This is an optimization exercise on Yosys and OpenROAD, whose aim is small area and a short achievable clock period, not a production implementation. Only simulation tests tie the RTL to the original design; equivalence was not proved. Power figures rest on the tool's default switching activity, not on a simulated workload.

job 1301:
==> module fp_add, before the edit <==
module fp_add (
  input  logic        clk,
  input  logic        rst,
  input  logic        in_vld,
  input  logic [31:0] a,
  input  logic [31:0] b,
  output logic        sum_vld,
  output logic [31:0] sum
);
  localparam bit CUT1 = 1;   
  localparam bit CUT2 = 1;   
  localparam bit CUT3 = 1;   
  localparam bit CUT4 = 1;   
  localparam bit CUT5 = 1;   
  function automatic logic lt32(input logic [31:0] xa, input logic [31:0] ya);
    logic [31:0] g, e;
    integer w, i;
    g = ~xa & ya;
    e = ~(xa ^ ya);
    for (w = 1; w < 32; w = w * 2)
      for (i = 0; i + w < 32; i = i + 2 * w) begin
        g[i] = g[i + w] | (e[i + w] & g[i]);
        e[i] = e[i + w] & e[i];
      end
    lt32 = g[0];
  endfunction
  function automatic logic [24:0] psum25(input logic [24:0] gi, input logic [24:0] pi,
                                         input logic ci);
    logic [25:0] g, p;
    integer w, i;
    g = {gi, ci};
    p = {pi, 1'b0};
    for (w = 1; w < 26; w = w * 2)
      for (i = 25; i >= 0; i--)
        if ((i / w) % 2 == 1) begin
          g[i] = g[i] | (p[i] & g[(i / w) * w - 1]);
          p[i] = p[i] & p[(i / w) * w - 1];
        end
    psum25 = pi ^ g[24:0];
  endfunction
  logic        swap, sub, ls;
  logic [31:0] x, y;
  logic [8:0]  dab, dba;
  logic [7:0]  dd;
  assign dab  = {1'b0, a[30:23]} - {1'b0, b[30:23]};
  assign dba  = {1'b0, b[30:23]} - {1'b0, a[30:23]};
  assign swap = dab[8];
  assign x    = swap ? b : a;
  assign y    = swap ? a : b;
  assign dd   = swap ? dba[7:0] : dab[7:0];
  assign sub  = a[31] ^ b[31];
  assign ls   = sub & (a[30:23] == b[30:23]) & lt32({9'd0, a[22:0]}, {9'd0, b[22:0]});
  logic        v1, s1, sub1, ls1, far1;
  logic [7:0]  e1;
  logic [22:0] mx1, my1;
  logic [4:0]  d1;
  if (CUT1) begin : g_cut1
    always_ff @(posedge clk) begin
      if (rst) v1 <= 1'b0;
      else     v1 <= in_vld;
      s1   <= ls ? b[31] : x[31];
      e1   <= x[30:23];
      mx1  <= x[22:0];
      my1  <= y[22:0];
      d1   <= dd[4:0];
      far1 <= dd[7:5] != 3'd0;
      sub1 <= sub;
      ls1  <= ls;
    end
  end else begin : g_nocut1
    assign v1   = in_vld;
    assign s1   = ls ? b[31] : x[31];
    assign e1   = x[30:23];
    assign mx1  = x[22:0];
    assign my1  = y[22:0];
    assign d1   = dd[4:0];
    assign far1 = dd[7:5] != 3'd0;
    assign sub1 = sub;
    assign ls1  = ls;
  end
  logic [23:0] ys;
  logic [24:0] xo, yo, gg, pp;
  assign ys = far1 ? 24'd0 : ({1'b1, my1} >> d1);
  assign xo = {2'b01, mx1} ^ {25{ls1}};
  assign yo = {1'b0, ys} ^ {25{sub1 & ~ls1}};
  assign gg = xo & yo;
  assign pp = xo ^ yo;
  logic        v2, s2, c2;
  logic [7:0]  e2;
  logic [24:0] g2, p2;
  if (CUT2) begin : g_cut2
    always_ff @(posedge clk) begin
      if (rst) v2 <= 1'b0;
      else     v2 <= v1;
      s2 <= s1;
      e2 <= e1;
      g2 <= gg;
      p2 <= pp;
      c2 <= sub1;
    end
  end else begin : g_nocut2
    assign v2 = v1;
    assign s2 = s1;
    assign e2 = e1;
    assign g2 = gg;
    assign p2 = pp;
    assign c2 = sub1;
  end
  logic [24:0] u;
  assign u = psum25(g2, p2, c2);
  logic        v3, s3;
  logic [7:0]  e3;
  logic [24:0] u3;
  if (CUT3) begin : g_cut3
    always_ff @(posedge clk) begin
      if (rst) v3 <= 1'b0;
      else     v3 <= v2;
      s3 <= s2;
      e3 <= e2;
      u3 <= u;
    end
  end else begin : g_nocut3
    assign v3 = v2;
    assign s3 = s2;
    assign e3 = e2;
    assign u3 = u;
  end
  logic [24:0] n1, n2, n3;
  logic [2:0]  lzh;
  assign lzh[2] = u3[24:9] == 16'd0;
  assign n1     = lzh[2] ? {u3[8:0], 16'd0} : u3;
  assign lzh[1] = n1[24:17] == 8'd0;
  assign n2     = lzh[1] ? {n1[16:0], 8'd0} : n1;
  assign lzh[0] = n2[24:21] == 4'd0;
  assign n3     = lzh[0] ? {n2[20:0], 4'd0} : n2;
  logic        v4, s4;
  logic [7:0]  e4;
  logic [2:0]  lzh4;
  logic [24:0] n34;
  if (CUT4) begin : g_cut4
    always_ff @(posedge clk) begin
      if (rst) v4 <= 1'b0;
      else     v4 <= v3;
      s4  <= s3;
      e4   <= e3 + 8'd1;
      lzh4 <= lzh;
      n34  <= n3;
    end
  end else begin : g_nocut4
    assign v4  = v3;
    assign s4  = s3;
    assign e4   = e3 + 8'd1;
    assign lzh4 = lzh;
    assign n34  = n3;
  end
  logic [24:0] n4, n5;
  logic [1:0]  lzl;
  assign lzl[1] = n34[24:23] == 2'd0;
  assign n4     = lzl[1] ? {n34[22:0], 2'd0} : n34;
  assign lzl[0] = !n4[24];
  assign n5     = lzl[0] ? {n4[23:0], 1'b0} : n4;
  logic        nz;
  logic [31:0] res;
  assign nz  = n5[24];
  assign res = {s4 & nz, (e4 - {3'd0, lzh4, lzl}) & {8{nz}}, n5[23:1]};
  if (CUT5) begin : g_cut5
    always_ff @(posedge clk) begin
      if (rst) sum_vld <= 1'b0;
      else     sum_vld <= v4;
      sum <= res;
    end
  end else begin : g_nocut5
    assign sum_vld = v4;
    assign sum     = res;
  end
endmodule
export LEC_CHECK = 0
export ABC_AREA = 1
export CAP_MARGIN = 20
export CORE_MARGIN = 2
export CORE_UTILIZATION = 40
export CTS_CLUSTER_DIAMETER = 80
export CTS_CLUSTER_SIZE = 30
export PLACE_DENSITY = 0.6
export SETUP_SLACK_MARGIN = 1.3
export SLEW_MARGIN = 20
create_clock -name core_clock -period 3.5 [get_ports {clk}]
standard.sh (not shown) runs the stock make flow with config.mk's settings and CLKGATE_MAP_FILE= SYNTH_SCRIPT=/design/flow/synth_recipe.tcl, a recipe that flattens the netlist after the stock synthesis.
==> flow/flow/run.sh <==
#!/bin/bash
# The standard layout, with the ports buffered by the smallest plain buffer
# (buf_1) instead of the delay buffer ORFS picks by default.
set -euo pipefail
bash standard.sh BUFFER_PORTS_ARGS="-buffer_cell sky130_fd_sc_hd__buf_1" finish > standard.log 2>&1
### job 1301 -> job 9929
--- a/flow/design.v
+++ b/flow/design.v
@@ -21,12 +21,27 @@
       for (i = 0; i + w < 32; i = i + 2 * w) begin
         g[i] = g[i + w] | (e[i + w] & g[i]);
         e[i] = e[i + w] & e[i];
       end
     lt32 = g[0];
   endfunction
+  function automatic logic [7:0] sub8(input logic [7:0] xa, input logic [7:0] ya);
+    logic [8:0] g, p;
+    logic [7:0] h;
+    integer w, i;
+    h = xa ^ ~ya;
+    g = {xa & ~ya, 1'b1};
+    p = {h, 1'b0};
+    for (w = 1; w < 9; w = w * 2)
+      for (i = 8; i >= 0; i--)
+        if ((i / w) % 2 == 1) begin
+          g[i] = g[i] | (p[i] & g[(i / w) * w - 1]);
+          p[i] = p[i] & p[(i / w) * w - 1];
+        end
+    sub8 = h ^ g[7:0];
+  endfunction
   function automatic logic [24:0] psum25(input logic [24:0] gi, input logic [24:0] pi,
                                          input logic ci);
     logic [25:0] g, p;
     integer w, i;
     g = {gi, ci};
     p = {pi, 1'b0};
@@ -41,16 +56,16 @@
   logic        swap, sub, ls;
   logic [31:0] x, y;
   logic [8:0]  dab, dba;
   logic [7:0]  dd;
   assign dab  = {1'b0, a[30:23]} - {1'b0, b[30:23]};
   assign dba  = {1'b0, b[30:23]} - {1'b0, a[30:23]};
-  assign swap = dab[8];
+  assign swap = lt32({24'd0, a[30:23]}, {24'd0, b[30:23]});
   assign x    = swap ? b : a;
   assign y    = swap ? a : b;
-  assign dd   = swap ? dba[7:0] : dab[7:0];
+  assign dd   = dab[8] ? dba[7:0] : dab[7:0];
   assign sub  = a[31] ^ b[31];
   assign ls   = sub & (a[30:23] == b[30:23]) & lt32({9'd0, a[22:0]}, {9'd0, b[22:0]});
   logic        v1, s1, sub1, ls1, far1;
   logic [7:0]  e1;
   logic [22:0] mx1, my1;
   logic [4:0]  d1;
@@ -159,13 +174,13 @@
   assign n4     = lzl[1] ? {n34[22:0], 2'd0} : n34;
   assign lzl[0] = !n4[24];
   assign n5     = lzl[0] ? {n4[23:0], 1'b0} : n4;
   logic        nz;
   logic [31:0] res;
   assign nz  = n5[24];
-  assign res = {s4 & nz, (e4 - {3'd0, lzh4, lzl}) & {8{nz}}, n5[23:1]};
+  assign res = {s4 & nz, sub8(e4, {3'd0, lzh4, lzl}) & {8{nz}}, n5[23:1]};
   if (CUT5) begin : g_cut5
     always_ff @(posedge clk) begin
       if (rst) sum_vld <= 1'b0;
       else     sum_vld <= v4;
       sum <= res;
     end
## What came out
Job 9929 did not stop at any stage, and its layout met the timing, DRC and antenna checks.
For floorplan die width, job 1301 and job 9929 come out practically identical.
Side by side, maximum number of pins on one net before global-route repair turned out lower in job 9929 than in job 1301.
Changes observed in job 9929 relative to job 1301: total clock network power dropped about 5%, final HPWL from detailed placement rose by 210 um, share of synthesized area spent on multiplexers now sits lower.
Final worst setup slack improves in job 9929 relative to job 1301.
Routed length on met2 for job 9929: 2.5% down relative to job 1301
Diff job 1301 -> job 9929: portion of the layout cell area used by non-clock buffers -0.39 points; final-layout clock-cell area share saw a decrease.
Summary of job 9929 over job 1301: wire length lost about 3%, weighted congestion at the end of routability-driven global placement picked up an extra 0.017, combinational share of power lost 0.2 points, full die area lost 130 um2.
Overall power consumption on job 9929 is down relative to job 1301.

## what the ideal ports hide
The results above use ideal ports. As a check the final layouts listed here were re-extracted and re-timed, cells and wires unchanged. Step 1, drivers: a clkbuf_16 drives clk and a buf_2 each remaining input, both assumed. Step 2 adds t to the input delays and takes it off the output delays; t is the mean of the earliest and latest rising clock arrival at the registers after step 1. Input paths then give back, and output paths get back, about the clock's delay inside the block. Slacks: no drivers / after step 1 / after step 2; pairs: no drivers / after step 1.
run | shift t [ns] | slack for setup (ns) | worst setup path at the end | latest minus earliest clock arrival (ns) | worst slew at a driven data input, ns
job 1301 | 0.526 | 1.338 / 1.338 / 0.902 | input to register | 0.019 / 0.019 | 0.04
job 9929 | 0.530 | 1.382 / 1.382 / 0.983 | input to register | 0.031 / 0.031 | 0.05
After both steps every run listed still meets setup and hold. The setup slack of job 1301, which loses most, moves by 0.000 ns with the drivers and by -0.436 ns with both steps.
